Context: an optimization exercise on an open-source flow, tuned for small area, a short achievable clock period and few clock cycles. The choices shown serve that exercise and are no tape-out recipe.
RTL that was checked went through simulation tests only; none was proved equivalent to the original.
Only the layout flow was run in runs 3 to 5; the RTL was not checked for function there.
Power is estimated from default activity; no workload was simulated.

[flow/flow/run.sh]
#!/bin/bash
# The standard layout (standard.sh, unchanged), with four changes made through
# its environment:
#  - synthesis leaves the adders to ABC instead of mapping them to the
#    library's half- and full-adder cells (ADDER_MAP_FILE empty); the rest of
#    the synthesis is standard.sh's own (synth_recipe.tcl: no fsm or share
#    passes, flattened, function nets renamed), so the registers are the
#    standard synthesis's;
#  - the buffers that the flow puts on every input and output port are
#    sky130_fd_sc_hd__buf_2 cells instead of the slower delay cells that
#    buffer_ports picks by default;
#  - repair_timing aims for a setup slack of 11.5 ns, i.e. it sizes the cells
#    of paths slower than about 4.5 ns;
#  - clock tree synthesis uses sky130_fd_sc_hd__clkbuf_8 buffers and no dummy
#    loads.
# The clock, its period and the I/O constraints are the design's, unchanged.
# Each tool's full output is in standard.log in this folder.
export ADDER_MAP_FILE=
export BUFFER_PORTS_ARGS="-buffer_cell sky130_fd_sc_hd__buf_2"
export SETUP_SLACK_MARGIN=12.0
export CTS_ARGS="-sink_clustering_enable -repair_clock_nets -dont_use_dummy_load -buf_list sky130_fd_sc_hd__clkbuf_8"
bash standard.sh > standard.log 2>&1
[flow/standard.sh]
#!/bin/bash
# synth_recipe.tcl (not shown) runs the flow's synth.tcl, then flattens the netlist and writes it again
# the make line also repeats each setting of config.mk as NAME=value (left out here)
make -C /OpenROAD-flow-scripts/flow DESIGN_CONFIG=/design/flow/config.mk WORK_HOME=/design/flow/orfs CLKGATE_MAP_FILE= SYNTH_SCRIPT=/design/flow/synth_recipe.tcl "${@:-finish}"
[flow/config.mk]
export PLATFORM = sky130hd
export DESIGN_NAME = qrcode_decoder
export DESIGN_NICKNAME = qrcode_decoder
export VERILOG_FILES = /design/flow/design.v
export SDC_FILE = /design/flow/constraint.sdc
export NUM_CORES = 8
export LEC_CHECK = 0
export ABC_AREA = 1
export CAP_MARGIN = 20
export CORE_MARGIN = 2
export CORE_UTILIZATION = 40
export SLEW_MARGIN = 20
[flow/constraint.sdc]
create_clock -name core_clock -period 16.0 [get_ports {clk}]
set_input_delay 3.2000 -clock core_clock [delete_from_list [all_inputs] [get_ports {clk}]]
set_output_delay 3.2000 -clock core_clock [all_outputs]
set_load 0.01 [all_outputs]
[flow/design.v]
module qrcode_decoder(
    input clk,
    input srst_n,
    input start,
    input sram_rdata,
    output [11:0] sram_raddr,
    output reg [5:0] loc_y,
    output reg [5:0] loc_x,
    output reg [7:0] decode_text,    
    output reg valid,
    output reg finish
);
localparam S_A = 3'd0, S_P = 3'd1, S_Y = 3'd2, S_X = 3'd3, S_V = 3'd4,
           S_M = 3'd5, S_D = 3'd6, S_E = 3'd7;
reg [2:0] st;             
reg       cont;           
reg [5:0] y, x;           
reg       pv;             
reg       pix;            
reg       started;
assign sram_raddr = {y, x};
wire hit = pix && cont;   
reg [5:0] k;              
reg       lx6;            
reg [5:0] s0;             
reg [5:0] s1;             
reg [5:0] s2;             
reg [5:0] s3;             
reg [1:0] cidx, pcidx;    
reg [1:0] rot;
reg [2:0] mask;
wire signed [2:0] cy_lo = s0[5:3], cy_hi = s0[2:0];
wire signed [2:0] cx_lo = s1[5:3], cx_hi = s1[2:0];
wire signed [2:0] pcy = s2[5:3], pcx = s2[2:0];
wire tight = s3[5], wide = s3[4], tlm = s3[1], grp = s3[0];
wire [4:0] i = s0[4:0];   
wire [4:0] j = s1[4:0];
wire       inlen = s1[5]; 
wire [4:0] rem = s2[4:0]; 
wire [2:0] mv = s3[2:0];  
wire [2:0] bc = s3[5:3];  
always @* decode_text = {cidx, k};
wire [7:0] sa = 8'd1 << st;    
function maskbit;         
    input [2:0] m;
    input a0, a1, b0;     
    input [1:0] a3, b3;   
    input q;              
    reg s2, p2, p1, p0, s0;
    begin
        s2 = a0 ^ b0;                                   
        p2 = a0 & b0;                                   
        p1 = (a3 == b3) && (a3 != 2'd0);                
        p0 = (a3 == 2'd0) || (b3 == 2'd0);              
        s0 = (a3 == 2'd0) ? (b3 == 2'd0) : (a3 == 2'd1) ? (b3 == 2'd2) : (b3 == 2'd1);  
        case (m)
            3'd0: maskbit = ~s2;
            3'd1: maskbit = ~a0;
            3'd2: maskbit = (b3 == 2'd0);
            3'd3: maskbit = s0;
            3'd4: maskbit = ~(a1 ^ q);
            3'd5: maskbit = ~p2 & p0;
            3'd6: maskbit = ~(p2 ^ p1);
            default: maskbit = ~(s2 ^ p1);
        endcase
    end
endfunction
function [1:0] mod3;
    input [4:0] v;
    begin
        mod3 = v % 3;
    end
endfunction
function [3:0] astep;     
    input [3:0] kk;       
    begin
        astep =
            (kk == 4'd0) ? {2'd0, 2'd1} :
            (kk == 4'd1) ? {2'd1, 2'd3} :
            (kk == 4'd2) ? {2'd0, 2'd1} :
            (kk == 4'd3) ? {2'd3, 2'd2} :
            (kk == 4'd4) ? {2'd1, 2'd0} :
            (kk == 4'd5) ? {2'd2, 2'd1} :
            (kk == 4'd6) ? {2'd0, 2'd1} :
            (kk == 4'd7) ? {2'd0, 2'd2} :
                           {2'd2, 2'd2};
    end
endfunction
function [5:0] astepv;    
    input [1:0] c;
    begin
        case (c)
            2'd0: astepv = 6'd0;
            2'd1: astepv = 6'd21;
            2'd2: astepv = 6'd22;
            default: astepv = 6'd43;
        endcase
    end
endfunction
function [3:0] bstep;     
    input [3:0] kk;       
    begin
        bstep =
            (kk == 4'd1) ? {2'd0, 2'd1} :
            (kk == 4'd2) ? {2'd1, 2'd3} :
            (kk == 4'd3) ? {2'd0, 2'd1} :
            (kk == 4'd4) ? {2'd3, 2'd2} :
            (kk == 4'd5) ? {2'd1, 2'd0} :
            (kk == 4'd6) ? {2'd2, 2'd1} :
            (kk == 4'd7) ? {2'd0, 2'd1} :
            (kk == 4'd8) ? {2'd0, 2'd2} :
                           {2'd2, 2'd2};
    end
endfunction
function [5:0] bstepy;    
    input [1:0] c;
    begin
        case (c)
            2'd0: bstepy = 6'd0;
            2'd1: bstepy = 6'd43;
            2'd2: bstepy = 6'd42;
            default: bstepy = 6'd21;
        endcase
    end
endfunction
function [6:0] bstepx14;  
    input [1:0] c;
    begin
        case (c)
            2'd0: bstepx14 = 7'd14;
            2'd1: bstepx14 = 7'd121;      
            2'd2: bstepx14 = 7'd120;      
            default: bstepx14 = 7'd99;    
        endcase
    end
endfunction
function [5:0] poff;      
    input [3:0] kk;
    begin
        poff =
            (kk == 4'd0) ? {3'sd0, 3'sd2} :
            (kk == 4'd1) ? {3'sd2, 3'sd2} :
            (kk == 4'd2) ? {-3'sd2, -3'sd2} :
            (kk == 4'd3) ? {3'sd2, -3'sd2} :
            (kk == 4'd4) ? {-3'sd2, 3'sd2} :
            (kk == 4'd5) ? {3'sd0, -3'sd2} :
            (kk == 4'd6) ? {3'sd2, 3'sd0} :
            (kk == 4'd7) ? {-3'sd2, 3'sd0} :
            (kk == 4'd8) ? {3'sd1, 3'sd1} :
            (kk == 4'd9) ? {-3'sd1, -3'sd1} :
            (kk == 4'd10) ? {3'sd1, -3'sd1} :
            (kk == 4'd11) ? {-3'sd1, 3'sd1} :
            (kk == 4'd12) ? {3'sd0, 3'sd1} :
            (kk == 4'd13) ? {3'sd0, -3'sd1} :
            (kk == 4'd14) ? {3'sd1, 3'sd0} :
                            {-3'sd1, 3'sd0};
    end
endfunction
localparam [5:0] P_N = 6'd16;     
function [5:0] x7;        
    input [2:0] c;
    begin
        case (c)
            3'b001: x7 = 6'd7;
            3'b010: x7 = 6'd14;
            3'b111: x7 = 6'd57;
            3'b110: x7 = 6'd50;
            default: x7 = 6'd0;
        endcase
    end
endfunction
function [6:0] x7m14;     
    input [2:0] c;
    begin
        case (c)
            3'b001: x7m14 = 7'd121;
            3'b010: x7m14 = 7'd0;
            3'b111: x7m14 = 7'd107;
            3'b110: x7m14 = 7'd100;
            default: x7m14 = 7'd114;
        endcase
    end
endfunction
function [5:0] x7m20;     
    input [2:0] c;
    begin
        case (c)
            3'b001: x7m20 = 6'd51;
            3'b010: x7m20 = 6'd58;
            3'b111: x7m20 = 6'd37;
            3'b110: x7m20 = 6'd30;
            default: x7m20 = 6'd44;
        endcase
    end
endfunction
function [6:0] x7m34;     
    input [2:0] c;
    begin
        case (c)
            3'b001: x7m34 = 7'd101;
            3'b010: x7m34 = 7'd108;
            3'b111: x7m34 = 7'd87;
            3'b110: x7m34 = 7'd80;
            default: x7m34 = 7'd94;
        endcase
    end
endfunction
function span2;           
    input signed [2:0] lo, hi;
    begin
        span2 = (hi - lo) >= 2;
    end
endfunction
function [5:0] roffy;     
    input s;
    input [2:0] c;
    begin
        case (c)
            3'd0: roffy = s ? 6'd17 : 6'd3;
            3'd1: roffy = s ? 6'd20 : 6'd0;
            3'd2: roffy = s ? 6'd18 : 6'd2;
            3'd3: roffy = s ? 6'd16 : 6'd4;
            default: roffy = s ? 6'd14 : 6'd6;
        endcase
    end
endfunction
function [5:0] roffx;     
    input s;
    input [2:0] c;
    begin
        case (c)
            3'd0: roffx = s ? 6'd61 : 6'd47;
            3'd1: roffx = s ? 6'd0 : 6'd44;
            3'd2: roffx = s ? 6'd62 : 6'd46;
            3'd3: roffx = s ? 6'd60 : 6'd48;
            default: roffx = s ? 6'd58 : 6'd50;
        endcase
    end
endfunction
function [2:0] wmove;     
    input [4:0] a, b;
    reg u;
    begin
        u = (b == 5'd20) || (b == 5'd19) || (b == 5'd16) || (b == 5'd15) ||
            (b == 5'd12) || (b == 5'd11);
        if (!b[0]) wmove = 3'd0;                                    
        else if (u) begin
            if (a == ((b >= 5'd13) ? 5'd9 : 5'd0)) wmove = 3'd0;    
            else if (b <= 5'd12 && a == 5'd7) wmove = 3'd2;         
            else wmove = 3'd1;
        end else begin
            if (a == 5'd20) wmove = 3'd0;
            else if (b <= 5'd12 && a == 5'd5) wmove = 3'd4;
            else wmove = 3'd3;
        end
    end
endfunction
wire [5:0] p_c = poff(k[3:0]);           
wire [5:0] p_n = poff(k[3:0] + 4'd1);    
wire signed [2:0] u_ylo = (hit && pcy < cy_lo) ? pcy : cy_lo;
wire signed [2:0] u_yhi = (hit && pcy > cy_hi) ? pcy : cy_hi;
wire signed [2:0] u_xlo = (hit && pcx < cx_lo) ? pcx : cx_lo;
wire signed [2:0] u_xhi = (hit && pcx > cx_hi) ? pcx : cx_hi;
wire y_ok = span2(u_ylo, u_yhi), x_ok = span2(u_xlo, u_xhi);
wire p_end = tight || k == P_N;
wire [1:0] cn = cidx + 2'd1;
wire [5:0] kn = (cidx != 2'd3) ? k : (k[2:0] == 3'd4) ? {k[5:3] + 3'd1, 3'd0} : k + 6'd1;
wire v_miss = cont && !pix;
wire v_end = tlm || v_miss || (cidx == 2'd3 && k == 6'o44);
wire [1:0] mc = tlm ? 2'd0 : v_miss ? pcidx : 2'd3;    
reg [1:0] m_rot;
reg [5:0] m_my, m_mx;     
always @* begin
    case (mc)
        2'd0: begin m_rot = 2'd2; m_my = 6'd12; m_mx = 6'd62; end
        2'd1: begin m_rot = 2'd3; m_my = 6'd18; m_mx = 6'd52; end
        2'd2: begin m_rot = 2'd1; m_my = 6'd2;  m_mx = 6'd56; end
        default: begin m_rot = 2'd0; m_my = 6'd8; m_mx = 6'd46; end
    endcase
end
wire [1:0] i3 = mod3(i), j3 = mod3(j);
wire jq = ((j / 3) % 2) == 1;
wire dbit = sram_rdata ^ maskbit(mask, i[0], i[1], j[0], i3, j3, jq);
reg [2:0] mdi, mdj;       
always @* begin
    case (mv)
        3'd0: begin mdi = 3'd0; mdj = 3'd7; end
        3'd1: begin mdi = 3'd7; mdj = 3'd1; end
        3'd2: begin mdi = 3'd6; mdj = 3'd1; end
        3'd3: begin mdi = 3'd1; mdj = 3'd1; end
        default: begin mdi = 3'd2; mdj = 3'd1; end
    endcase
end
wire [2:0] ei = (rot[0] == rot[1]) ? mdi : -mdi;
wire [2:0] ej = rot[1] ? -mdj : mdj;
wire [2:0] wdy = rot[0] ? ej : ei;
wire [2:0] wdx = rot[0] ? ei : ej;
wire [4:0] ni = i + {{2{mdi[2]}}, mdi};
wire [4:0] nj = j + {{2{mdj[2]}}, mdj};
reg [5:0] r_ddy, r_ddx, r_dny, r_dnx;    
always @* begin
    case (rot)
        2'd0: begin r_ddy = 6'd9;  r_ddx = 6'd15; r_dny = 6'd0;  r_dnx = 6'd1;  end
        2'd1: begin r_ddy = 6'd15; r_ddx = 6'd55; r_dny = 6'd1;  r_dnx = 6'd0;  end
        2'd2: begin r_ddy = 6'd55; r_ddx = 6'd49; r_dny = 6'd0;  r_dnx = 6'd63; end
        default: begin r_ddy = 6'd49; r_ddx = 6'd9; r_dny = 6'd63; r_dnx = 6'd0; end
    endcase
end
wire [3:0] a_st = astep(k[3:0]);
wire [3:0] b_st = bstep(k[3:0]);
reg [5:0] ayA, byA, ayP, byP, ayY, byY, ayX, byX, ayV, byV, byM, byD;
reg [6:0] axA, bxA, axP, bxP, axY, bxY, axX, bxX, axV, bxV, bxM, bxD;
always @* begin
    ayA = y; byA = hit ? bstepy(b_st[3:2]) : astepv(a_st[3:2]);
    axA = {1'b0, x};
    bxA = hit ? bstepx14(b_st[1:0]) : {1'b0, astepv(a_st[1:0])};
    ayP = loc_y; byP = p_end ? x7m20(cy_hi) : x7(p_n[5:3]);
    axP = {lx6, loc_x}; bxP = x7m14(p_end ? cx_lo : p_n[2:0]);
    ayY = y; axY = hit ? {lx6, loc_x} : {1'b0, x};
    byY = 6'd0; bxY = 7'd0;
    if (hit) begin
        byY = (k[2:0] == 3'd0) ? 6'd63 : 6'd0;
        bxY = x7m34(cx_hi);
    end else case (k[2:0])
        3'd0, 3'd2, 3'd4: bxY = 7'd14;
        3'd1, 3'd3: if (wide) bxY = 7'd107; else begin byY = 6'd1; bxY = 7'd114; end
        default: byY = 6'd1;
    endcase
    ayX = y; axX = {1'b0, x};
    if (hit) begin
        byX = grp ? 6'd44 : 6'd0; bxX = grp ? 7'd20 : 7'd19;
    end else if (!grp) begin byX = 6'd20; bxX = 7'd0; end
    else begin byX = 6'd44; bxX = 7'd1; end
    ayV = loc_y; axV = {1'b0, loc_x};
    byV = v_end ? m_my : roffy(cn[1], kn[5:3]);
    bxV = {1'b0, v_end ? m_mx : roffx(cn[0], kn[2:0])};
    if (k == 6'd2) begin byM = r_ddy; bxM = {1'b0, r_ddx}; end
    else if (k != 6'd0 || started) begin byM = r_dny; bxM = {1'b0, r_dnx}; end
    else begin byM = 6'd0; bxM = 7'd0; end
    byD = {{3{wdy[2]}}, wdy}; bxD = {1'b0, {3{wdx[2]}}, wdx};
end
wire [5:0] ay = ({6{sa[0]}} & ayA) | ({6{sa[1]}} & ayP) | ({6{sa[2]}} & ayY) |
                ({6{sa[3]}} & ayX) | ({6{sa[4]}} & ayV) | ({6{sa[5] | sa[6] | sa[7]}} & y);
wire [6:0] ax = ({7{sa[0]}} & axA) | ({7{sa[1]}} & axP) | ({7{sa[2]}} & axY) |
                ({7{sa[3]}} & axX) | ({7{sa[4]}} & axV) | ({7{sa[5] | sa[6] | sa[7]}} & {1'b0, x});
wire [5:0] by = ({6{sa[0]}} & byA) | ({6{sa[1]}} & byP) | ({6{sa[2]}} & byY) |
                ({6{sa[3]}} & byX) | ({6{sa[4]}} & byV) | ({6{sa[5]}} & byM) | ({6{sa[6]}} & byD);
wire [6:0] bx = ({7{sa[0]}} & bxA) | ({7{sa[1]}} & bxP) | ({7{sa[2]}} & bxY) |
                ({7{sa[3]}} & bxX) | ({7{sa[4]}} & bxV) | ({7{sa[5]}} & bxM) | ({7{sa[6]}} & bxD);
wire [6:0] sy = {1'b0, ay} + {by[5], by};
wire [6:0] sx = ax + bx;
always @(posedge clk) begin
    if (start) started <= 1'b1;
    if (!sa[6]) pcidx <= cidx;
    pix <= sram_rdata & pv; cont <= 1'b1;
    y <= sy[5:0]; x <= sx[5:0]; pv <= 1'b1;
    valid <= 1'b0;
    finish <= 1'b0;
    if (sa[0]) begin
        if (hit) begin
            loc_y <= sy[5:0]; loc_x <= sx[5:0]; lx6 <= (sx[5:0] < 6'd14);
            s0 <= 6'd0; s1 <= 6'd0; s3 <= 6'd0;
            st <= S_P; cont <= 1'b0; k <= 6'd0;
            pv <= (sx[5:0] >= 6'd14);
        end else begin
            k <= (k == 6'd8) ? 6'd0 : k + 6'd1;
        end
    end
    if (sa[1]) begin
        s0 <= {u_ylo, u_yhi}; s1 <= {u_xlo, u_xhi};
        s3[5] <= y_ok && x_ok;
        s3[4] <= !x_ok;
        if (p_end) begin
            st <= S_Y; cont <= 1'b0; k <= 6'd0;
            if (sy[6]) y <= 6'd0;
            if (sx[5:0] > 6'd43) x <= 6'd43;
        end else begin
            k <= k + 6'd1;
            pv <= !sy[6] && !sx[6] && (k != P_N - 6'd1);
        end
        s2 <= p_c;                          
    end
    if (sa[2]) begin
        if (hit) begin
            loc_y <= sy[5:0];                   
            st <= S_X; cont <= 1'b0; s3[1:0] <= 2'b00;
            if (sx[6]) x <= 6'd0;               
        end else begin
            if (k[2:0] == (wide ? 3'd5 : 3'd1)) k <= 6'd0;
            else k <= k + 6'd1;
        end
    end
    if (sa[3]) begin
        if (hit) begin
            loc_x <= sx[5:0];                   
            s3[1] <= !grp;
            st <= S_V; cont <= 1'b0; cidx <= 2'd1; k <= 6'd0;
        end else s3[0] <= ~grp;
    end
    if (sa[4]) begin
        if (v_end) begin
            rot <= m_rot;
            if (!mc[1]) loc_y <= loc_y + 6'd20;
            if (mc[0]) loc_x <= loc_x - 6'd20;
            st <= S_M; cont <= 1'b0; k <= 6'd0;
        end else begin
            cidx <= cn; k <= kn;
        end
    end
    if (sa[5]) begin
        case (k[1:0])
            2'd0: mask[2] <= ~sram_rdata;
            2'd1: mask[1] <= sram_rdata;
            default: mask[0] <= ~sram_rdata;
        endcase
        if (k == 6'd2) begin
            st <= S_D; cont <= 1'b0;
            s0 <= {1'b0, 5'd17};            
            s1 <= {1'b1, 5'd19};            
            s2 <= {1'b0, 5'd0};             
            s3 <= {3'd0, 3'd1};             
        end else if (k != 6'd0 || started) k <= k + 6'd1;
    end
    if (sa[6]) begin
        s0[4:0] <= ni; s1[4:0] <= nj; s3[2:0] <= wmove(ni, nj);
        if (inlen) begin
            s2[4:0] <= {rem[3:0], dbit};
            s3[5:3] <= (bc == 3'd4) ? 3'd0 : bc + 3'd1;
            if (bc == 3'd4) s1[5] <= 1'b0;
        end else begin
            {cidx, k} <= {cidx[0], k, dbit};
            s3[5:3] <= bc + 3'd1;
            if (bc == 3'd7) begin
                valid <= 1'b1;
                s2[4:0] <= rem - 5'd1;
                if (rem == 5'd1) begin
                    finish <= 1'b1;
                    st <= S_E; cont <= 1'b0;
                end
            end
        end
    end
    if (!srst_n) begin
        st <= S_A; cont <= 1'b0; y <= 6'd20; x <= 6'd20; pv <= 1'b1;
        started <= 1'b0; k <= 6'd0; valid <= 1'b0; finish <= 1'b0;
    end
end
endmodule
==> reports/metrics.cfg, run 1 <==
[clock_network]
cts_root_buffer = clkbuf_8
numCtsBuffers = 9
cts.sinks = 73
htreeDepth = 3
clkTransAtPathRegs_ns = 0.08
cts_tree = built
clk-insertion-delay-late_ns = 0.38
cts.path.max_buffers = 2

[synthesis]
avgSynthCellArea_um2 = 5.645
synth.net_count = 1301
yosys_most_used_dff = dfxtp_1
synthArstFlopShare_pct = 0
syn_inst = 1297
synth.distinct_cells = 55
yosysWarnings = 1
synth_seq_cells = 73
syn_area_mm2 = 0.007322
seq_area_frac_synth_pct = 21.60
synth_enable_flop_cells = 12

[sta]
rsz0062_at_grt = true
finalHoldWorstSlack_ns = 0.4773
relSlewSlack_pct = 39.90
setup_viol = 0
slew_viol_final = 0
finalHoldViolations = 0
worst_pin_slew_ns = 0.8947
fin_crit_ns = 4.140
max_freq_mhz = 241.6
fin_crit_sh_pct = 25.87
skew_ns = 0.03208
tns_ns = 0

[pwr]
p_leak_uw = 0.004142
p_switching_uw = 618.1
switching_share_pct = 51.62
p_int_uw = 579.3
pwr-share-clk_pct = 10.0
powerDensity_mw_per_mm2 = 146.4
seqPwrFrac_pct = 25.2
vdd_drop_max_mv = 0.07434
combPwrFrac_pct = 64.8

[critical_path]
startpoint_type = register
endpoint_kind = primary output
worstPathMaxFanout = 3
path_class = reg -> out
crit_buf_inv = 1
crit_family = flip-flops
slowest_stage = edfxtp_1
worstPathRequired_ns = 12.80
arrival_ns = 0.94
critPathMaxStageDelay_ns = 0.41
crit_chain = buf_2

[grt]
grt_pass1_vias = 7803
grt_max_degree = 30
grt_usage_pct = 27.07
grt_pass1_wl_mm = 41.74
antenna_found_initial = 1
grt-ovfl-total = 0

[floorplanning]
num_rows = 49
die_y_um = 139.3
dieArea_mm2 = 0.01940
start_util_pct = 40.76
die_x_um = 139.3
io_pins = 38
fp.coreArea_mm2 = 0.01796

[place]
gp_congestion = 1.053
hpwl_mm = 20.72
io_buffers = 37

[detailed_routing]
avgViaCountPerCell = 5.621
vias = 8808
route.detailed.drc = 0
drt-initial-drc-count = 1238
routed_wl_mm = 26.78
drt_pass1_iterations = 8
antenna_left = 0
wl_per_cell_um = 17.09

[cells_and_area]
mostFrequentLayoutCell = nand2_1
diodes = 0
fillers = 1928
nets = 1344
most-common-layout-cells = 407 x nand2_1, 160 x inv_1, 142 x nor2_1
area_growth_pct = 11.71
drive_gt1_share_pct = 12.33

[outcome]
status = complete, no violations

[flow_run]
drv_cap = 0

[hold_path]
hp-class = reg -> reg

[power groups by stage]
| stage | logic, uW | clock network [uW] | registers (uW) |
|---|---|---|---|
| finish | 776 | 120 | 302 |
| global route | 865 | 130 | 308 |
| CTS | 754 | 122 | 299 |
| detailed placement | 689 | 0 | 307 |
| global placement | 688 | 0 | 305 |
| floorplan | 530 | 0 | 292 |
[logic make-up after synthesis]
group	Yosys count	share of synthesized area [%]
and+or+nand+nor	755	44.62
AOI/OAI and AO/OA	233	18.97
buffers and inverters	211	11.81
DFF	73	21.60
xor gates and xnor gates	24	2.871
muxes	1	0.1367
[registers in the layout (all words and copies together), names as in the netlist, 2 cells and up]
name / count
loc_y: 6
s1: 6
pcidx: 2
mask: 3
rot: 2
k: 6
st: 3
s2: 6
s0: 6
cidx: 2
loc_x: 6
s3: 6
x: 6
y: 6
[repair_timing]
action                                  CTS  global route
hold buffers                              0             0
endpoints found under the setup margin   34            34
resized for setup                        67             1
setup buffers                            19             4
[cell usage after synthesis, drive strengths merged, types with 4 or more instances]
cell      n  area share [%]
nor2    156             9.1
xnor2     5            0.60
edfxtp   12             4.9
buf      17             1.8
o21ai   102             7.1
a22oi     6            0.62
clkbuf   16            0.84
o22ai     8            0.68
nand2   421              22
o32ai     4            0.48
or2       5            0.43
nor3     12            0.82
dfxtp    61              17
nand3   132             9.5
nand4    21             1.8
o21a      4            0.41
inv     175             9.0
a31oi    10            0.85
xor2     19             2.3
o211ai   18             1.8
a21oi    55             4.0
nand3b    6            0.62
a32oi     5            0.60
[layout make-up]
type,count,area (um^2),area share (%)
Timing Repair Buffer,65,583.1,7.129
Tap cell,229,286.5,3.503
Sequential cell,73,1639,20.04
Clock buffer,9,123.9,1.514
Multi-Input combinational cell,1013,4876,59.61
Inverter,178,670.6,8.199
[layer usage]
layer	vias to the layer above	GRT usage [%]	routed length (um)
li1	4335	-	-
met1	3997	38.14	12000
met2	415	40.58	11300
met3	61	6.194	2529
met4	0	9.516	949
met5	-	0	0
[per-stage QoR]
stage	utilization [%]	power, uW	cells	setup WS [ns]	instance area (um^2)
6_report	45.53	1197	1567	11.86	8179
5_1_grt	45.53	1303	1567	11.80	8179
4_1_cts	45.33	1176	1563	11.84	8143
3_5_place_dp	42.52	996.6	1535	11.78	7637
3_3_place_gp	42.52	993.1	1535	11.81	7637
2_1_floorplan	-	821.8	1297	12.16	7322
[path summary, 6_finish.rpt]
| check | from | to | slack [ns] | cells past startpoint |
|---|---|---|---|---|
| max | loc_x[0] | loc_x[0] | 11.86 | 1 |
| min | started | started | 0.48 | 2 |
| max reg2reg | st[1] | x[2] | 12.41 | 18 |
| min reg2reg | started | started | 0.48 | 2 |
Testbench counts, summed over its fixed seeds: cycles 24,336.
==> run 2, diff against run 1 <==
--- a/flow/flow/run.sh
+++ b/flow/flow/run.sh
@@ -17,6 +17,6 @@
 # Each tool's full output is in standard.log in this folder.
 export ADDER_MAP_FILE=
 export BUFFER_PORTS_ARGS="-buffer_cell sky130_fd_sc_hd__buf_2"
-export SETUP_SLACK_MARGIN=12.0
+export SETUP_SLACK_MARGIN=11.5
 export CTS_ARGS="-sink_clustering_enable -repair_clock_nets -dont_use_dummy_load -buf_list sky130_fd_sc_hd__clkbuf_8"
 bash standard.sh > standard.log 2>&1
==> run 2 against run 1 <==
Net effect:
- cell count shrank 1.5%
- die area stayed put
- routed wire length is 1.5% lower
- register-to-register slack got worse by 0.03 ns
- largest cell class unchanged
- combinational power decreased by 9.3%
- first-iteration DRC count is 9.3% lower
- still clean on timing, DRC and antenna
- maximum frequency shrank 4.6%
- non-clock buffer count shrank 23
- count of clock-buffer cells in the layout is the same
==> reports/metrics.cfg, run 2 <==
[critical_path]
worstPathMaxFanout = 17
path_class = reg -> out
crit_chain = buf_2
startpoint_type = register
endpoint = decode_text[0]
reg2reg_from = st[1]
rrSetupSlack_ns = 12.38
r2r_end = x[2]
slowest_stage = dfxtp_2
crit_family = flip-flops
worstPathRequired_ns = 12.80
rr_worst_depth = 18
arrival_ns = 1.14
crit_cells = 1
critPathMaxStageDelay_ns = 0.57
crit_start = k[0]
endpoint_kind = primary output
crit_buf_inv = 1

[detailed_routing]
drt_pass1_iterations = 8
wl_per_cell_um = 17.08
drt-initial-drc-count = 1123
avgViaCountPerCell = 5.650
route.detailed.drc = 0
vias = 8723
routed_wl_mm = 26.37
antenna_left = 0

[clock_network]
cts.sinks = 73
htreeDepth = 3
numCtsBuffers = 9
post_cts_buffers = 0
cts_tree = built
cts.path.max_buffers = 2
clkTransAtPathRegs_ns = 0.06
cts_root_buffer = clkbuf_8
clk-insertion-delay-late_ns = 0.38
ctsHoldBuffers = 0

[floorplanning]
die_y_um = 139.3
die_x_um = 139.3
io_pins = 38
fp.coreArea_mm2 = 0.01796
start_util_pct = 40.76
num_rows = 49
dieArea_mm2 = 0.01940

[cells_and_area]
diodes = 0
fillers = 1964
area_growth_pct = 6.066
nets = 1321
mostFrequentLayoutCell = nand2_1
drive_gt1_share_pct = 8.821
register_area_mm2 = 0.001587
most-common-layout-cells = 407 x nand2_1, 160 x inv_1, 142 x nor2_1
multi_input_area_mm2 = 0.004876
layout.cells.non_filler = 1544

[sta]
slew_viol_final = 0
relSlewSlack_pct = 41.07
fin_crit_sh_pct = 27.11
finalHoldViolations = 0
setup_viol = 0
skew_ns = 0.03151
worst_pin_slew_ns = 0.8773
max_freq_mhz = 230.5
fin_crit_ns = 4.338
rsz0062_at_grt = false
tns_ns = 0
layout_setup_ws_ns = 11.66

[synthesis]
synth_common_cells = 407 x nand2_1, 160 x inv_1, 142 x nor2_1
avgSynthCellArea_um2 = 5.645
netlist_top_cells_area = nand2_1 21%, dfxtp_1 17%, nand3_1 8.5%
synth.distinct_cells = 55
synthMostInstantiatedCell = nand2_1
syn_inst = 1297
synth_enable_flop_cells = 12
synth_top_area_share_pct = 20.86
yosysWarnings = 1
yosys_most_used_dff = dfxtp_1
synthArstFlopShare_pct = 0
syn_area_mm2 = 0.007322
synth.net_count = 1301
seq_area_frac_synth_pct = 21.60
yosysTopAreaCell = nand2_1
synth_seq_cells = 73

[place]
gp_congestion = 1.053
io_buffers = 37
placedCellCount = 1535
pre_cts_ws_ns = 11.78
hpwl_mm = 20.72

[pwr]
p_leak_uw = 0.003974
p_switching_uw = 602.7
switching_share_pct = 53.43
vdd_drop_max_mv = 0.07051
powerDensity_mw_per_mm2 = 145.2
pwr-share-clk_pct = 10.6
seqPwrFrac_pct = 27.0
total_power_uw = 1128
p_int_uw = 525.3
combPwrFrac_pct = 62.4

[hold_path]
hp-class = reg -> reg
min-delay-start = started

[grt]
grt-ovfl-total = 0
antenna_found_initial = 1
grt_max_degree = 30
grt_pass1_wl_mm = 41.07
grt_pass1_vias = 7626
grt_usage_pct = 26.65

[flow_run]
drv_cap = 0

[outcome]
status = complete, no violations

[run 2: cell counts after synthesis]
Identical to the previous run, type by type.
[run 2: worst min-delay path by stage]
stage                   end  slack (ns)  cells past startpoint
floorplan               pix        0.39                      2
global placement    started        0.46                      2
detailed placement      pix        0.47                      2
CTS                 started        0.48                      2
global route            pix        0.51                      2
finish              started        0.48                      2
[run 2: worst reg2reg max path, cell delays in order, from the launching register on]
cell	delay [ns]
dfxtp_1	0.37
inv_2	0.11
nand2_2	0.09
nor2_4	0.58
inv_4	0.31
nand2_4	0.24
inv_2	0.08
nand2_1	0.29
nand2_1	0.09
o21ai_1	0.21
nor2_1	0.11
o21ai_1	0.27
nand2_1	0.09
nand2_1	0.12
nand3_1	0.12
nand2_1	0.12
nand3_2	0.14
nand3_1	0.11
nand2_1	0.05
[run 2: final cells by class]
type,instances,area share (%)
timing repair buffer,42,2.868
multi-input combinational,1013,62.78
tap,229,3.689
sequential,73,20.43
clock buffer,9,1.595
inverter,178,8.635
[run 2: repair_timing]
item / in CTS / in global routing
gates resized for setup: 1 / 3
gates cloned: 0 / 0
setup endpoints to repair: 1 / 3
pin swaps: 0 / 0
[run 2: cells by family after synthesis]
logic type / after synthesis / synth area share (%)
and+or+nand+nor: 755 / 44.62
AOI/OAI and AO/OA: 233 / 18.97
muxes: 1 / 0.1367
buffers and inverters: 211 / 11.81
xor gates and xnor gates: 24 / 2.871
DFF: 73 / 21.60
[run 2: power by group through the flow]
stage	combinational, uW	clock [uW]	sequential [uW]
finish	704	119	305
global route	790	129	314
CTS	693	122	303
detailed placement	689	0	307
global placement	688	0	305
floorplan	530	0	292
[run 2: per-stage QoR]
stage | cell area (um^2) | util (%) | hold WS, ns
finish | 7766 | 43.23 | 0.4774
global route | 7766 | 43.23 | 0.5104
CTS | 7762 | 43.21 | 0.4815
detailed placement | 7637 | 42.52 | 0.4655
global placement | 7637 | 42.52 | 0.4604
floorplan | 7322 | - | 0.3900
[run 2: metal layers]
metal | GRT usage, % | routed length (um)
met5 | 0 | 0
met4 | 10.10 | 969
met3 | 5.884 | 2367
met2 | 39.34 | 10950
met1 | 37.90 | 12090
==> run 3, diff against run 2 <==
--- a/flow/design.v
+++ b/flow/design.v
@@ -32,7 +32,7 @@
 wire signed [2:0] cy_lo = s0[5:3], cy_hi = s0[2:0];
 wire signed [2:0] cx_lo = s1[5:3], cx_hi = s1[2:0];
 wire signed [2:0] pcy = s2[5:3], pcx = s2[2:0];
-wire tight = s3[5], wide = s3[4], tlm = s3[1], grp = s3[0];
+wire tight = s3[5], wide = s3[4], mid = s3[3], tlm = s3[1], grp = s3[0];
 wire [4:0] i = s0[4:0];   
 wire [4:0] j = s1[4:0];
 wire       inlen = s1[5]; 
@@ -323,7 +323,8 @@
         bxY = x7m34(cx_hi);
     end else case (k[2:0])
         3'd0, 3'd2, 3'd4: bxY = 7'd14;
-        3'd1, 3'd3: if (wide) bxY = 7'd107; else begin byY = 6'd1; bxY = 7'd114; end
+        3'd1: if (wide || mid) bxY = 7'd107; else begin byY = 6'd1; bxY = 7'd114; end
+        3'd3: if (wide) bxY = 7'd107; else begin byY = 6'd1; bxY = 7'd121; end
         default: byY = 6'd1;
     endcase
     ayX = y; axX = {1'b0, x};
@@ -369,7 +370,8 @@
     if (sa[1]) begin
         s0 <= {u_ylo, u_yhi}; s1 <= {u_xlo, u_xhi};
         s3[5] <= y_ok && x_ok;
-        s3[4] <= !x_ok;
+        s3[4] <= !x_ok && !(u_xhi != u_xlo);
+        s3[3] <= !x_ok && (u_xhi != u_xlo);
         if (p_end) begin
             st <= S_Y; cont <= 1'b0; k <= 6'd0;
             if (sy[6]) y <= 6'd0;
@@ -386,7 +388,7 @@
             st <= S_X; cont <= 1'b0; s3[1:0] <= 2'b00;
             if (sx[6]) x <= 6'd0;               
         end else begin
-            if (k[2:0] == (wide ? 3'd5 : 3'd1)) k <= 6'd0;
+            if (k[2:0] == (wide ? 3'd5 : mid ? 3'd3 : 3'd1)) k <= 6'd0;
             else k <= k + 6'd1;
         end
     end
==> flow/flow/run.sh (replaced) <==
#!/bin/bash
# The standard layout (standard.sh, unchanged), run with a copy of the ORFS
# scripts in which only abc_area.script (the logic optimisation recipe that
# synthesis hands to ABC) differs, and with these settings in its environment:
#  - ABC's recipe: resyn2-style AIG rewriting, dch, then area-oriented
#    mapping (map -a) and ABC's usual buffering and sizing, instead of
#    dch and delay-oriented mapping (map -B 0.9);
#  - synthesis leaves the adders to ABC instead of mapping them to the
#    library's half- and full-adder cells (ADDER_MAP_FILE empty);
#    the rest of synthesis is standard.sh's own (synth_recipe.tcl: no fsm or
#    share passes, flattened, function nets renamed), so the registers are the
#    standard synthesis's;
#  - the buffers that the flow puts on every input and output port are
#    sky130_fd_sc_hd__buf_2 cells instead of the slower delay cells that
#    buffer_ports picks by default;
#  - repair_timing aims for a setup slack of 11.8 ns, i.e. it sizes the cells
#    of paths slower than about 4.2 ns;
#  - clock tree synthesis uses sky130_fd_sc_hd__clkbuf_8 buffers and no dummy
#    loads.
# The clock, its period and the I/O constraints are the design's, unchanged.
# Each tool's full output is in standard.log in this folder (and ORFS's own
# per-step logs under orfs/logs).
cp -r "$FLOW_HOME/scripts" orfs_scripts
cat > orfs_scripts/abc_area.script <<'ABC'
strash
balance
rewrite
refactor
balance
rewrite
rewrite -z
balance
refactor -z
rewrite -z
balance
dch
map -a
topo
stime -c
buffer -c
upsize -c
dnsize -c
ABC
export SCRIPTS_DIR="$PWD/orfs_scripts"
export ADDER_MAP_FILE=
export BUFFER_PORTS_ARGS="-buffer_cell sky130_fd_sc_hd__buf_2"
export SETUP_SLACK_MARGIN=11.8
export CTS_ARGS="-sink_clustering_enable -repair_clock_nets -dont_use_dummy_load -buf_list sky130_fd_sc_hd__clkbuf_8"
bash standard.sh > standard.log 2>&1
==> run 3 against run 2 <==
Net effect:
- still clean on timing, DRC and antenna
- sequential cell count unchanged
- core utilization grew 2.0 points
- sequential power down 1%
- routed wire length is 9.0% lower
==> reports/metrics.cfg, run 3 <==
[critical_path]
rrSetupSlack_ns = 12.08
arrival_ns = 0.98
endpoint = decode_text[2]
reg2reg_from = k[0]
crit_chain = buf_2
crit_buf_inv = 1
path_class = reg -> out
crit_start = k[2]
endpoint_kind = primary output
r2r_end = y[0]
crit_cells = 1
worstPathRequired_ns = 12.80
slowest_stage = dfxtp_4
worstPathMaxFanout = 10
startpoint_type = register
crit_family = flip-flops
critPathMaxStageDelay_ns = 0.44
rr_worst_depth = 27

[sta]
max_freq_mhz = 239.5
fin_crit_sh_pct = 26.10
setup_viol = 0
relSlewSlack_pct = 44.11
rsz0062_at_grt = true
finalHoldViolations = 0
worst_pin_slew_ns = 0.8173
tns_ns = 0
layout_setup_ws_ns = 11.82
finalHoldWorstSlack_ns = 0.5095
slew_viol_final = 0
fin_crit_ns = 4.176
skew_ns = 0.02056

[outcome]
status = complete, no violations

[pwr]
powerDensity_mw_per_mm2 = 146.6
vdd_drop_max_mv = 0.07777
total_power_uw = 1054
p_leak_uw = 0.003005

[cells_and_area]
multi_input_area_mm2 = 0.004260
fillers = 1727
mostFrequentLayoutCell = nor2_1
drive_gt1_share_pct = 15.14
register_area_mm2 = 0.001610
area_growth_pct = 10.22
most-common-layout-cells = 168 x nor2_1, 143 x nand2_1, 124 x inv_1
diodes = 0
nets = 1089

[synthesis]
synth_enable_flop_cells = 12
synthArstFlopShare_pct = 0
netlist_top_cells_area = dfxtp_1 19%, nor2_1 9.9%, nand2_1 8.4%
avgSynthCellArea_um2 = 6.207
yosysWarnings = 1
seq_area_frac_synth_pct = 24.24
syn_area_mm2 = 0.006524
synth.net_count = 1055
synth_top_area_share_pct = 18.72
synth_seq_cells = 73
synth.distinct_cells = 69
syn_inst = 1051
synthMostInstantiatedCell = nor2_1
yosys_most_used_dff = dfxtp_1
yosysTopAreaCell = dfxtp_1
synth_common_cells = 172 x nor2_1, 146 x nand2_1, 124 x inv_1

[place]
hpwl_mm = 18.55
gp_congestion = 1.028
io_buffers = 37
pre_cts_ws_ns = 11.48

[flow_run]
drv_cap = 0

[detailed_routing]
antenna_left = 0
route.detailed.drc = 0
drt-initial-drc-count = 826
wl_per_cell_um = 18.47
drt_pass1_iterations = 6
routed_wl_mm = 24.00
vias = 7526
avgViaCountPerCell = 5.794

[grt]
grt_max_degree = 32
antenna_found_initial = 0
grt_usage_pct = 27.43
grt_pass1_wl_mm = 37.40
grt-ovfl-total = 0
grt_pass1_vias = 6781

[clock_network]
cts_tree = built
cts.path.max_buffers = 2
clkTransAtPathRegs_ns = 0.08
ctsHoldBuffers = 0
cts.sinks = 73
numCtsBuffers = 9
htreeDepth = 3
clk-insertion-delay-late_ns = 0.39
cts_root_buffer = clkbuf_8

[hold_path]
hp-class = reg -> reg

[floorplanning]
num_rows = 46
fp.coreArea_mm2 = 0.01589
io_pins = 38
die_y_um = 131.7
die_x_um = 131.7
start_util_pct = 41.07
dieArea_mm2 = 0.01735

## run 3: logic make-up after synthesis
| logic type | Yosys count | synth area share, % |
|---|---|---|
| AO/OA/AOI/OAI | 309 | 28.73 |
| XOR/XNOR | 32 | 4.296 |
| buffers and inverters | 192 | 11.58 |
| flip-flops | 73 | 24.24 |
| multiplexers | 4 | 0.7096 |
| AND/OR/NAND/NOR | 441 | 30.44 |
## run 3: metrics by stage
| stage | area, um^2 | utilization [%] | instances |
|---|---|---|---|
| 2_1_floorplan | 6524 | - | 1051 |
| 3_3_place_gp | 6872 | 43.26 | 1279 |
| 3_5_place_dp | 6872 | 43.26 | 1279 |
| 4_1_cts | 7039 | 44.31 | 1290 |
| 5_1_grt | 7191 | 45.27 | 1299 |
| 6_report | 7191 | 45.27 | 1299 |
## run 3: timing repair
item                                    4_1_cts  5_1_grt
setup buffers                                 2        9
gates resized for setup                      14       27
gates cloned                                  0        0
endpoints found under the hold margin         0        0
pin swaps                                     0        3
endpoints found under the setup margin       22       27
## run 3: worst min-delay path by stage
stage,end,startpoint,depth (start not counted)
global placement,s2[5],s2[5],2
finish,pix,pv,2
detailed placement,pix,pv,2
global route,pix,pv,2
CTS,pix,pv,2
floorplan,pix,pv,2
## run 3: report_power, final
part | leakage, uW | internal, uW | switching (uW) | total (uW)
clock | 0.0000647 | 50.2 | 67.8 | 118
sequential | 0.000626 | 242 | 59.2 | 301
combinational | 0.00231 | 229 | 406 | 635
## run 3: worst min-delay path: cells and delay by family, from the launching register on
| kind | cells | cell delay (ns) |
|---|---|---|
| DFF | 1 | 0.33 |
| buffers and inverters | 1 | 0.05 |
| and+or+nand+nor | 1 | 0.06 |
## run 3: routing by layer
layer | GRT usage, % | share of wire [%] | vias up
met5 | 0 | 0 | -
met4 | 12.86 | 4.1 | 0
met3 | 8.218 | 11 | 78
met2 | 39.12 | 41 | 399
met1 | 37.75 | 44 | 3399
li1 | - | - | 3650
## run 3: final cells by class
type | count | share of cell area, %
clock buffer | 9 | 1.723
inverter | 163 | 8.735
multi-input combinational | 786 | 59.25
sequential | 73 | 22.39
tap | 216 | 3.758
timing repair buffer | 52 | 4.141
==> run 4, diff against run 3 <==
--- a/flow/design.v
+++ b/flow/design.v
@@ -33,8 +33,8 @@
 wire signed [2:0] cx_lo = s1[5:3], cx_hi = s1[2:0];
 wire signed [2:0] pcy = s2[5:3], pcx = s2[2:0];
 wire tight = s3[5], wide = s3[4], mid = s3[3], tlm = s3[1], grp = s3[0];
-wire [4:0] i = s0[4:0];   
-wire [4:0] j = s1[4:0];
+wire [2:0] iq = s0[4:2], jq3 = s1[4:2];
+wire [1:0] ir = s0[1:0], jr = s1[1:0];
 wire       inlen = s1[5]; 
 wire [4:0] rem = s2[4:0]; 
 wire [2:0] mv = s3[2:0];  
@@ -46,31 +46,25 @@
     input a0, a1, b0;     
     input [1:0] a3, b3;   
     input q;              
-    reg s2, p2, p1, p0, s0;
+    reg t2, p2, p1, p0, t0;
     begin
-        s2 = a0 ^ b0;                                   
+        t2 = a0 ^ b0;                                   
         p2 = a0 & b0;                                   
         p1 = (a3 == b3) && (a3 != 2'd0);                
         p0 = (a3 == 2'd0) || (b3 == 2'd0);              
-        s0 = (a3 == 2'd0) ? (b3 == 2'd0) : (a3 == 2'd1) ? (b3 == 2'd2) : (b3 == 2'd1);  
+        t0 = (a3 == 2'd0) ? (b3 == 2'd0) : (a3 == 2'd1) ? (b3 == 2'd2) : (b3 == 2'd1);  
         case (m)
-            3'd0: maskbit = ~s2;
+            3'd0: maskbit = ~t2;
             3'd1: maskbit = ~a0;
             3'd2: maskbit = (b3 == 2'd0);
-            3'd3: maskbit = s0;
+            3'd3: maskbit = t0;
             3'd4: maskbit = ~(a1 ^ q);
             3'd5: maskbit = ~p2 & p0;
             3'd6: maskbit = ~(p2 ^ p1);
-            default: maskbit = ~(s2 ^ p1);
+            default: maskbit = ~(t2 ^ p1);
         endcase
     end
 endfunction
-function [1:0] mod3;
-    input [4:0] v;
-    begin
-        mod3 = v % 3;
-    end
-endfunction
 function [3:0] astep;     
     input [3:0] kk;       
     begin
@@ -138,22 +132,22 @@
     input [3:0] kk;
     begin
         poff =
-            (kk == 4'd0) ? {3'sd0, 3'sd2} :
-            (kk == 4'd1) ? {3'sd2, 3'sd2} :
-            (kk == 4'd2) ? {-3'sd2, -3'sd2} :
-            (kk == 4'd3) ? {3'sd2, -3'sd2} :
-            (kk == 4'd4) ? {-3'sd2, 3'sd2} :
-            (kk == 4'd5) ? {3'sd0, -3'sd2} :
-            (kk == 4'd6) ? {3'sd2, 3'sd0} :
-            (kk == 4'd7) ? {-3'sd2, 3'sd0} :
-            (kk == 4'd8) ? {3'sd1, 3'sd1} :
-            (kk == 4'd9) ? {-3'sd1, -3'sd1} :
-            (kk == 4'd10) ? {3'sd1, -3'sd1} :
-            (kk == 4'd11) ? {-3'sd1, 3'sd1} :
-            (kk == 4'd12) ? {3'sd0, 3'sd1} :
-            (kk == 4'd13) ? {3'sd0, -3'sd1} :
-            (kk == 4'd14) ? {3'sd1, 3'sd0} :
-                            {-3'sd1, 3'sd0};
+            (kk == 4'd0)  ? {3'sd0, 3'sd2} :
+            (kk == 4'd1)  ? {3'sd0, -3'sd2} :
+            (kk == 4'd2)  ? {3'sd2, 3'sd0} :
+            (kk == 4'd3)  ? {-3'sd2, 3'sd0} :
+            (kk == 4'd4)  ? {3'sd2, 3'sd2} :
+            (kk == 4'd5)  ? {-3'sd2, -3'sd2} :
+            (kk == 4'd6)  ? {3'sd2, -3'sd2} :
+            (kk == 4'd7)  ? {-3'sd2, 3'sd2} :
+            (kk == 4'd8)  ? {3'sd0, 3'sd1} :
+            (kk == 4'd9)  ? {3'sd0, -3'sd1} :
+            (kk == 4'd10) ? {3'sd1, 3'sd0} :
+            (kk == 4'd11) ? {-3'sd1, 3'sd0} :
+            (kk == 4'd12) ? {3'sd1, 3'sd1} :
+            (kk == 4'd13) ? {-3'sd1, -3'sd1} :
+            (kk == 4'd14) ? {3'sd1, -3'sd1} :
+                            {-3'sd1, 3'sd1};
     end
 endfunction
 localparam [5:0] P_N = 6'd16;     
@@ -217,9 +211,9 @@
     begin
         case (c)
             3'd0: roffy = s ? 6'd17 : 6'd3;
-            3'd1: roffy = s ? 6'd20 : 6'd0;
-            3'd2: roffy = s ? 6'd18 : 6'd2;
-            3'd3: roffy = s ? 6'd16 : 6'd4;
+            3'd1: roffy = s ? 6'd18 : 6'd2;
+            3'd2: roffy = s ? 6'd16 : 6'd4;
+            3'd3: roffy = s ? 6'd20 : 6'd0;
             default: roffy = s ? 6'd14 : 6'd6;
         endcase
     end
@@ -230,31 +224,50 @@
     begin
         case (c)
             3'd0: roffx = s ? 6'd61 : 6'd47;
-            3'd1: roffx = s ? 6'd0 : 6'd44;
-            3'd2: roffx = s ? 6'd62 : 6'd46;
-            3'd3: roffx = s ? 6'd60 : 6'd48;
+            3'd1: roffx = s ? 6'd62 : 6'd46;
+            3'd2: roffx = s ? 6'd60 : 6'd48;
+            3'd3: roffx = s ? 6'd0 : 6'd44;
             default: roffx = s ? 6'd58 : 6'd50;
         endcase
     end
 endfunction
 function [2:0] wmove;     
-    input [4:0] a, b;
-    reg u;
-    begin
-        u = (b == 5'd20) || (b == 5'd19) || (b == 5'd16) || (b == 5'd15) ||
-            (b == 5'd12) || (b == 5'd11);
-        if (!b[0]) wmove = 3'd0;                                    
+    input [2:0] aq, bq;
+    input [1:0] ar, br;
+    reg u, lowb;
+    begin
+        u = ({bq, br} == {3'd6, 2'd2}) || ({bq, br} == {3'd6, 2'd1}) ||
+            ({bq, br} == {3'd5, 2'd1}) || ({bq, br} == {3'd5, 2'd0}) ||
+            ({bq, br} == {3'd4, 2'd0}) || ({bq, br} == {3'd3, 2'd2});
+        lowb = (bq < 3'd4) || ({bq, br} == {3'd4, 2'd0});                
+        if (bq[0] == br[0]) wmove = 3'd0;                                  
         else if (u) begin
-            if (a == ((b >= 5'd13) ? 5'd9 : 5'd0)) wmove = 3'd0;    
-            else if (b <= 5'd12 && a == 5'd7) wmove = 3'd2;         
+            if ({aq, ar} == (lowb ? {3'd0, 2'd0} : {3'd3, 2'd0})) wmove = 3'd0;    
+            else if (lowb && {aq, ar} == {3'd2, 2'd1}) wmove = 3'd2;      
             else wmove = 3'd1;
         end else begin
-            if (a == 5'd20) wmove = 3'd0;
-            else if (b <= 5'd12 && a == 5'd5) wmove = 3'd4;
+            if ({aq, ar} == {3'd6, 2'd2}) wmove = 3'd0;                    
+            else if (lowb && {aq, ar} == {3'd1, 2'd2}) wmove = 3'd4;       
             else wmove = 3'd3;
         end
     end
 endfunction
+function [4:0] add3;      
+    input [2:0] q;
+    input [1:0] r;
+    input [2:0] d;
+    reg [2:0] t;
+    begin
+        t = {1'b0, r} + d;                  
+        case (t)
+            3'd3: add3 = {q + 3'd1, 2'd0};
+            3'd4: add3 = {q + 3'd1, 2'd1};
+            3'd7: add3 = {q - 3'd1, 2'd2};
+            3'd6: add3 = {q - 3'd1, 2'd1};
+            default: add3 = {q, t[1:0]};
+        endcase
+    end
+endfunction
 wire [5:0] p_c = poff(k[3:0]);           
 wire [5:0] p_n = poff(k[3:0] + 4'd1);    
 wire signed [2:0] u_ylo = (hit && pcy < cy_lo) ? pcy : cy_lo;
@@ -278,9 +291,11 @@
         default: begin m_rot = 2'd0; m_my = 6'd8; m_mx = 6'd46; end
     endcase
 end
-wire [1:0] i3 = mod3(i), j3 = mod3(j);
-wire jq = ((j / 3) % 2) == 1;
-wire dbit = sram_rdata ^ maskbit(mask, i[0], i[1], j[0], i3, j3, jq);
+wire [1:0] i3 = ir, j3 = jr;
+wire jq = jq3[0];                        
+wire i0 = iq[0] ^ ir[0], j0 = jq3[0] ^ jr[0];
+wire [1:0] i4 = ir - iq[1:0];            
+wire dbit = sram_rdata ^ maskbit(mask, i0, i4[1], j0, i3, j3, jq);
 reg [2:0] mdi, mdj;       
 always @* begin
     case (mv)
@@ -295,8 +310,9 @@
 wire [2:0] ej = rot[1] ? -mdj : mdj;
 wire [2:0] wdy = rot[0] ? ej : ei;
 wire [2:0] wdx = rot[0] ? ei : ej;
-wire [4:0] ni = i + {{2{mdi[2]}}, mdi};
-wire [4:0] nj = j + {{2{mdj[2]}}, mdj};
+wire [4:0] ni = add3(iq, ir, mdi);
+wire [4:0] nj = add3(jq3, jr, mdj);
+wire [2:0] nmv = wmove(ni[4:2], nj[4:2], ni[1:0], nj[1:0]);    
 reg [5:0] r_ddy, r_ddx, r_dny, r_dnx;    
 always @* begin
     case (rot)
@@ -417,14 +433,14 @@
         endcase
         if (k == 6'd2) begin
             st <= S_D; cont <= 1'b0;
-            s0 <= {1'b0, 5'd17};            
-            s1 <= {1'b1, 5'd19};            
+            s0 <= {1'b0, 3'd5, 2'd2};       
+            s1 <= {1'b1, 3'd6, 2'd1};       
             s2 <= {1'b0, 5'd0};             
             s3 <= {3'd0, 3'd1};             
         end else if (k != 6'd0 || started) k <= k + 6'd1;
     end
     if (sa[6]) begin
-        s0[4:0] <= ni; s1[4:0] <= nj; s3[2:0] <= wmove(ni, nj);
+        s0[4:0] <= ni; s1[4:0] <= nj; s3[2:0] <= nmv;
         if (inlen) begin
             s2[4:0] <= {rem[3:0], dbit};
             s3[5:3] <= (bc == 3'd4) ? 3'd0 : bc + 3'd1;
==> run 4 against run 3 <==
Net effect:
- routed wire length shrank 7.4%
- clock skew grew 0.0098 ns
- sequential cell count is the same
- still clean
- via count shrank 5.0%
- register-to-register slack lost 0.04 ns
==> reports/metrics.cfg, run 4 <==
[outcome]
status = complete, no violations

[place]
placedCellCount = 1226
hpwl_mm = 17.22
pre_cts_ws_ns = 11.82
io_buffers = 37
gp_congestion = 1.004

[detailed_routing]
avgViaCountPerCell = 5.748
route.detailed.drc = 0
wl_per_cell_um = 17.86
drt_pass1_iterations = 5
antenna_left = 0
vias = 7151
drt-initial-drc-count = 679
routed_wl_mm = 22.22

[synthesis]
synth_top_family_by_area = compound AO/OA/AOI/OAI gates
synth.distinct_cells = 70
synthMostInstantiatedCell = nor2_1
seq_area_frac_synth_pct = 24.90
yosys_most_used_dff = dfxtp_1
synth_common_cells = 168 x nor2_1, 136 x nand2_1, 126 x inv_1
synth_top_area_share_pct = 19.23
synth_compound_area_share_pct = 30.91
netlist_top_cells_area = dfxtp_1 19%, nor2_1 9.9%, nand2_1 8.0%
muxShareOfSynthArea_pct = 0.4925
synthArstFlopShare_pct = 0
synthAdderAreaFrac_pct = 0
yosysWarnings = 1
synth_seq_cells = 73
syn_inst = 994
synth_xor_area_share_pct = 5.221
synth_simple_gate_area_share_pct = 27.74
synth_enable_flop_cells = 12
syn_area_mm2 = 0.006351
avgSynthCellArea_um2 = 6.389
yosysTopAreaCell = dfxtp_1
synth.net_count = 998

[floorplanning]
die_x_um = 130.0
dieArea_mm2 = 0.01690
fp.coreArea_mm2 = 0.01571
num_rows = 46
start_util_pct = 40.42
die_y_um = 130.0
io_pins = 38

[critical_path]
slowest_stage = dfxtp_2
crit_family = flip-flops
startpoint_type = register
crit_buf_inv = 1
critPathMaxStageDelay_ns = 0.45
worstPathMaxFanout = 7
rr_worst_depth = 19
crit_chain = buf_2
path_class = reg -> out
crit_cells = 1
arrival_ns = 1.00
endpoint_kind = primary output
worstPathRequired_ns = 12.80

[sta]
slew_viol_final = 0
worst_pin_slew_ns = 1.004
relSlewSlack_pct = 32.85
tns_ns = 0
finalHoldViolations = 0
layout_setup_ws_ns = 11.80
fin_crit_ns = 4.199
fin_crit_sh_pct = 26.24
skew_ns = 0.03035
finalHoldWorstSlack_ns = 0.4193
rsz0062_at_grt = false
setup_viol = 0
max_freq_mhz = 238.2

[cells_and_area]
area_growth_pct = 9.535
layout.cells.non_filler = 1244
diodes = 0
most-common-layout-cells = 167 x nor2_1, 135 x nand2_1, 125 x inv_1
drive_gt1_share_pct = 14.49
mostFrequentLayoutCell = nor2_1
fillers = 1713
nets = 1034

[grt]
top_usage_layer = met2
antenna_found_initial = 0
grt_util_met2_pct = 39.85
grt_pass1_wl_mm = 33.78
grt_use_met1_pct = 36.38
grt-ovfl-total = 0
grtUsageMet3_pct = 3.813
grt_usage_pct = 26.20
grt_max_degree = 26
grt_pass1_vias = 6274

[pwr]
powerDensity_mw_per_mm2 = 154.0
vdd_drop_max_mv = 0.07606
p_leak_uw = 0.002947

[clock_network]
numCtsBuffers = 9
htreeDepth = 3
cts.sinks = 73
cts_tree = built
cts_root_buffer = clkbuf_8
clkTransAtPathRegs_ns = 0.09
ctsHoldBuffers = 0
clk-insertion-delay-late_ns = 0.40
cts.path.max_buffers = 2

[hold_path]
hold_depth = 2
hp-class = reg -> reg

[flow_run]
drv_cap = 0

==> run 4: cell count changes after synthesis, sizes merged, moves of 7 or more <==
| cell | change |
|---|---|
| o21ai | -12 |
| o22ai | -7 |
| nand2 | -8 |
| inv | -11 |
| nor3 | -16 |
==> run 4: timing repair <==
| action | in CTS | in global routing |
|---|---|---|
| gates resized for setup | 10 | 8 |
| buffers inserted | 1 | 8 |
| pin swaps | 0 | 1 |
| setup endpoints to repair | 6 | 21 |
==> run 4: area by class of cell <==
cell class                      count  area (um^2)  area share [%]
Sequential cell                    73         1603           23.04
Timing Repair Buffer               50        282.8           4.065
Multi-Input combinational cell    745         4101           58.96
Clock buffer                        9        123.9           1.781
Tap cell                          216        270.3           3.885
Inverter                          151        575.6           8.273
==> run 4: worst paths after layout <==
check	slack [ns]	start	endpoint
setup / recovery	11.80	k[4]	decode_text[4]
hold / removal	0.42	pv	pix
setup reg to reg	12.04	st[0]	y[1]
hold reg to reg	0.42	pv	pix
==> run 4: power by group <==
part / internal (uW) / switching (uW)
sequential: 241 / 64.2
combinational: 239 / 408
clock: 50.2 / 68.8
==> run 4: per-layer routing <==
layer	wire length (um)	part of all wire, %
met2	9568	43
met5	0	0
met1	10280	46
met4	883	4.0
met3	1490	6.7
==> run 4: per-stage QoR <==
step	instance area (um^2)	total power [uW]	util [%]
2_1_floorplan	6351	774.2	-
3_3_place_gp	6726	933.2	42.81
3_5_place_dp	6726	934.6	42.81
4_1_cts	6875	1055	43.76
5_1_grt	6957	1155	44.27
6_report	6957	1071	44.27
==> run 4: worst min-delay path, stage by stage (launching register included) <==
cell,delay [ns]
dfxtp_1,0.31
inv_1,0.05
nor2_1,0.03
==> run 4: cell families (layout without fill, tap and decap cells) <==
family,after synthesis,count (layout)
buffers and inverters,176,210
AO/OA/AOI/OAI,304,304
flip-flops,73,73
multiplexers,3,3
AND/OR/NAND/NOR,404,404
XOR/XNOR,34,34
==> run 5, diff against run 4 <==
--- a/flow/flow/run.sh
+++ b/flow/flow/run.sh
@@ -24,16 +24,24 @@
 cat > orfs_scripts/abc_area.script <<'ABC'
 strash
 balance
+resub -K 6
 rewrite
+resub -K 6 -N 2
 refactor
+resub -K 8
 balance
+resub -K 8 -N 2
 rewrite
+resub -K 10
+rewrite -z
+resub -K 10 -N 2
+balance
+resub -K 12
+refactor -z
+resub -K 12 -N 2
 rewrite -z
 balance
-refactor -z
-rewrite -z
-balance
-dch
+dch -f
 map -a
 topo
 stime -c
==> run 5 against run 4 <==
Net effect:
- non-clock buffer count up 8
- sequential cell count stayed put
- synthesized cell count increased by 1.6%
- maximum frequency increased by 0.96%
- critical endpoint is now loc_y[1]
==> reports/metrics.cfg, run 5 <==
[outcome]
status = complete, no violations

[cells_and_area]
most-common-layout-cells = 177 x nor2_1, 145 x inv_1, 134 x nand2_1
nets = 1053
drive_gt1_share_pct = 14.52
diodes = 0
area_growth_pct = 10.03
mostFrequentLayoutCell = nor2_1
fillers = 1727

[synthesis]
netlist_top_cells_area = dfxtp_1 19%, nor2_1 11%, inv_1 8.6%
synth_top_area_share_pct = 19.24
yosysWarnings = 1
yosys_most_used_dff = dfxtp_1
syn_area_mm2 = 0.006349
synthMostInstantiatedCell = nor2_1
synth.distinct_cells = 72
seq_area_frac_synth_pct = 24.91
synth_enable_flop_cells = 12
avgSynthCellArea_um2 = 6.286
yosysTopAreaCell = dfxtp_1
syn_inst = 1010
synth_common_cells = 178 x nor2_1, 146 x inv_1, 134 x nand2_1
synth_seq_cells = 73
synthArstFlopShare_pct = 0
synth.net_count = 1014

[sta]
slew_viol_final = 0
rsz0062_at_grt = false
fin_crit_ns = 4.159
tns_ns = 0
max_freq_mhz = 240.5
finalHoldViolations = 0
skew_ns = 0.02435
fin_crit_sh_pct = 25.99
worst_pin_slew_ns = 0.9469
relSlewSlack_pct = 36.64
setup_viol = 0

[detailed_routing]
vias = 7165
drt_pass1_iterations = 5
route.detailed.drc = 0
routed_wl_mm = 22.50
antenna_left = 0
drt-initial-drc-count = 832
wl_per_cell_um = 17.81
avgViaCountPerCell = 5.673

[critical_path]
crit_buf_inv = 1
slowest_stage = edfxtp_1
worstPathRequired_ns = 12.80
worstPathMaxFanout = 3
critPathMaxStageDelay_ns = 0.41
crit_chain = buf_2
startpoint_type = register
crit_family = flip-flops
path_class = reg -> out
arrival_ns = 0.96
endpoint_kind = primary output
rrSetupSlack_ns = 11.96

[floorplanning]
num_rows = 46
fp.coreArea_mm2 = 0.01571
io_pins = 38
dieArea_mm2 = 0.01689
start_util_pct = 40.40
die_x_um = 130.0
die_y_um = 130.0

[clock_network]
cts.sinks = 73
numCtsBuffers = 9
clkTransAtPathRegs_ns = 0.08
cts.path.max_buffers = 2
cts_root_buffer = clkbuf_8
htreeDepth = 3
cts_tree = built
clk-insertion-delay-late_ns = 0.39

[pwr]
vdd_drop_max_mv = 0.08274
powerDensity_mw_per_mm2 = 136.0
total_power_uw = 950.1
p_leak_uw = 0.002975

[place]
gp_congestion = 1.051
hpwl_mm = 17.42
io_buffers = 37

[grt]
grt_max_degree = 24
grt_pass1_wl_mm = 35.16
grt_usage_pct = 27.04
grt_pass1_vias = 6347
grt-ovfl-total = 0
antenna_found_initial = 0

[flow_run]
drv_cap = 0

[hold_path]
hp-class = reg -> reg

## run 5: cell count changes after synthesis, sizes merged, moves of 3 or more
| cell | previous run | this run |
|---|---|---|
| a211oi | 16 | 10 |
| a41oi | 1 | 4 |
| nor2 | 184 | 202 |
| o21ai | 87 | 81 |
| a221oi | 9 | 5 |
| o22ai | 18 | 22 |
| nor3 | 28 | 22 |
| a32oi | 8 | 3 |
| clkbuf | 16 | 22 |
| or2 | 9 | 5 |
| nand4 | 4 | 8 |
| inv | 148 | 161 |
## run 5: worst reg2reg max path: stages, from the launching register on
cell and delay, ns:
dfxtp_1 0.42, nand2_1 0.12, nor2_1 0.20, buf_4 0.34, inv_1 0.34, nor2_1 0.41
inv_1 0.25, a21oi_1 0.20, a21oi_1 0.07, nand4_1 0.14, a31oi_1 0.09, xnor2_1 0.20
o21ai_2 0.20, a21oi_2 0.09, maj3_2 0.34, nand2_1 0.07, o21ai_1 0.07, or2_4 0.26
nand2_2 0.09, nor2_1 0.04
## run 5: path summary, 6_finish.rpt
check                           cells after the start  startpoint  endpoint
worst max-delay path                                1    loc_y[1]  loc_y[1]
worst max register to register                     19       st[0]      y[3]
worst min register to register                      2          pv       pix
worst min-delay path                                2          pv       pix
## run 5: final cells by class
class,count,area [um^2],area share [%]
well taps,216,270.3,3.869
multi-input cells,743,4019,57.53
clock buffers,9,123.9,1.773
repair buffers,58,342.8,4.908
flip-flops and latches,73,1605,22.98
inverters,164,624.3,8.938
## run 5: what timing repair did
| action | CTS | global route |
|---|---|---|
| gates resized for setup | 12 | 8 |
| buffers inserted | 0 | 15 |
| setup endpoints to repair | 8 | 23 |
| hold buffers | 0 | 0 |
## run 5: cells by family after synthesis
logic type,Yosys count,synth area share [%]
fa+ha+maj,2,0.3547
mux,2,0.3350
flops,73,24.91
buf+inv,194,11.98
compound gates,291,28.77
xor+xnor,34,4.927
simple gates,414,28.72
## run 5: where the power goes
part / internal, uW / switching [uW] / leakage, uW
clock network: 50.2 / 67.0 / 0.0000647
logic: 202 / 344 / 0.00229
registers: 236 / 51.2 / 0.000625
## run 5: per-stage QoR
| step | worst slack [ns] | hold WS [ns] | utilization (%) | instances | area (um^2) |
|---|---|---|---|---|---|
| 6_report | 11.84 | 0.4945 | 44.46 | 1263 | 6985 |
| 5_1_grt | 11.80 | 0.5337 | 44.46 | 1263 | 6985 |
| 4_1_cts | 11.80 | 0.4943 | 43.61 | 1248 | 6853 |
| 3_5_place_dp | 11.78 | 0.4684 | 42.70 | 1239 | 6709 |
| 3_3_place_gp | 11.83 | 0.4832 | 42.70 | 1239 | 6709 |
| 2_1_floorplan | 12.04 | 0.3883 | - | 1010 | 6349 |
## run 5: per-layer routing
layer	GRT usage, %	up-vias	routed length (um)
met5	0	-	0
li1	-	3487	-
met2	39.54	368	9440
met3	6.806	54	2101
met4	9.108	0	718
met1	38.68	3256	10230

[separate check: timing with driven ports]
The results above use ideal ports. As a check the final layouts listed here were re-extracted and re-timed, cells and wires unchanged. Step 1, drivers: a clkbuf_16 drives clk and a buf_2 each remaining input, both assumed. Step 2 times the ports against the registers' clock, not the clock port: input delays grow and output delays shrink by t, the midpoint of the rising clock arrivals with the driver on. Slacks: ideal ports / drivers / drivers and shift; pairs: ideal ports / drivers.
run	shift t [ns]	setup slack, ns	worst slew at a driven data input, ns	cell pins on the clock port's net
run 1	0.410	11.861 / 11.819 / 11.807	0.03	1
run 2	0.406	11.662 / 11.621 / 11.823	0.02	1
run 3	0.416	11.824 / 11.785 / 11.570	0.03	1
run 4	0.422	11.801 / 11.761 / 11.847	0.03	1
run 5	0.416	11.841 / 11.802 / 11.779	0.03	1
After both steps setup and hold are still met in every run listed. For run 3, which loses most, drivers alone change the setup slack by -0.039 ns; drivers and shift together by -0.254 ns.
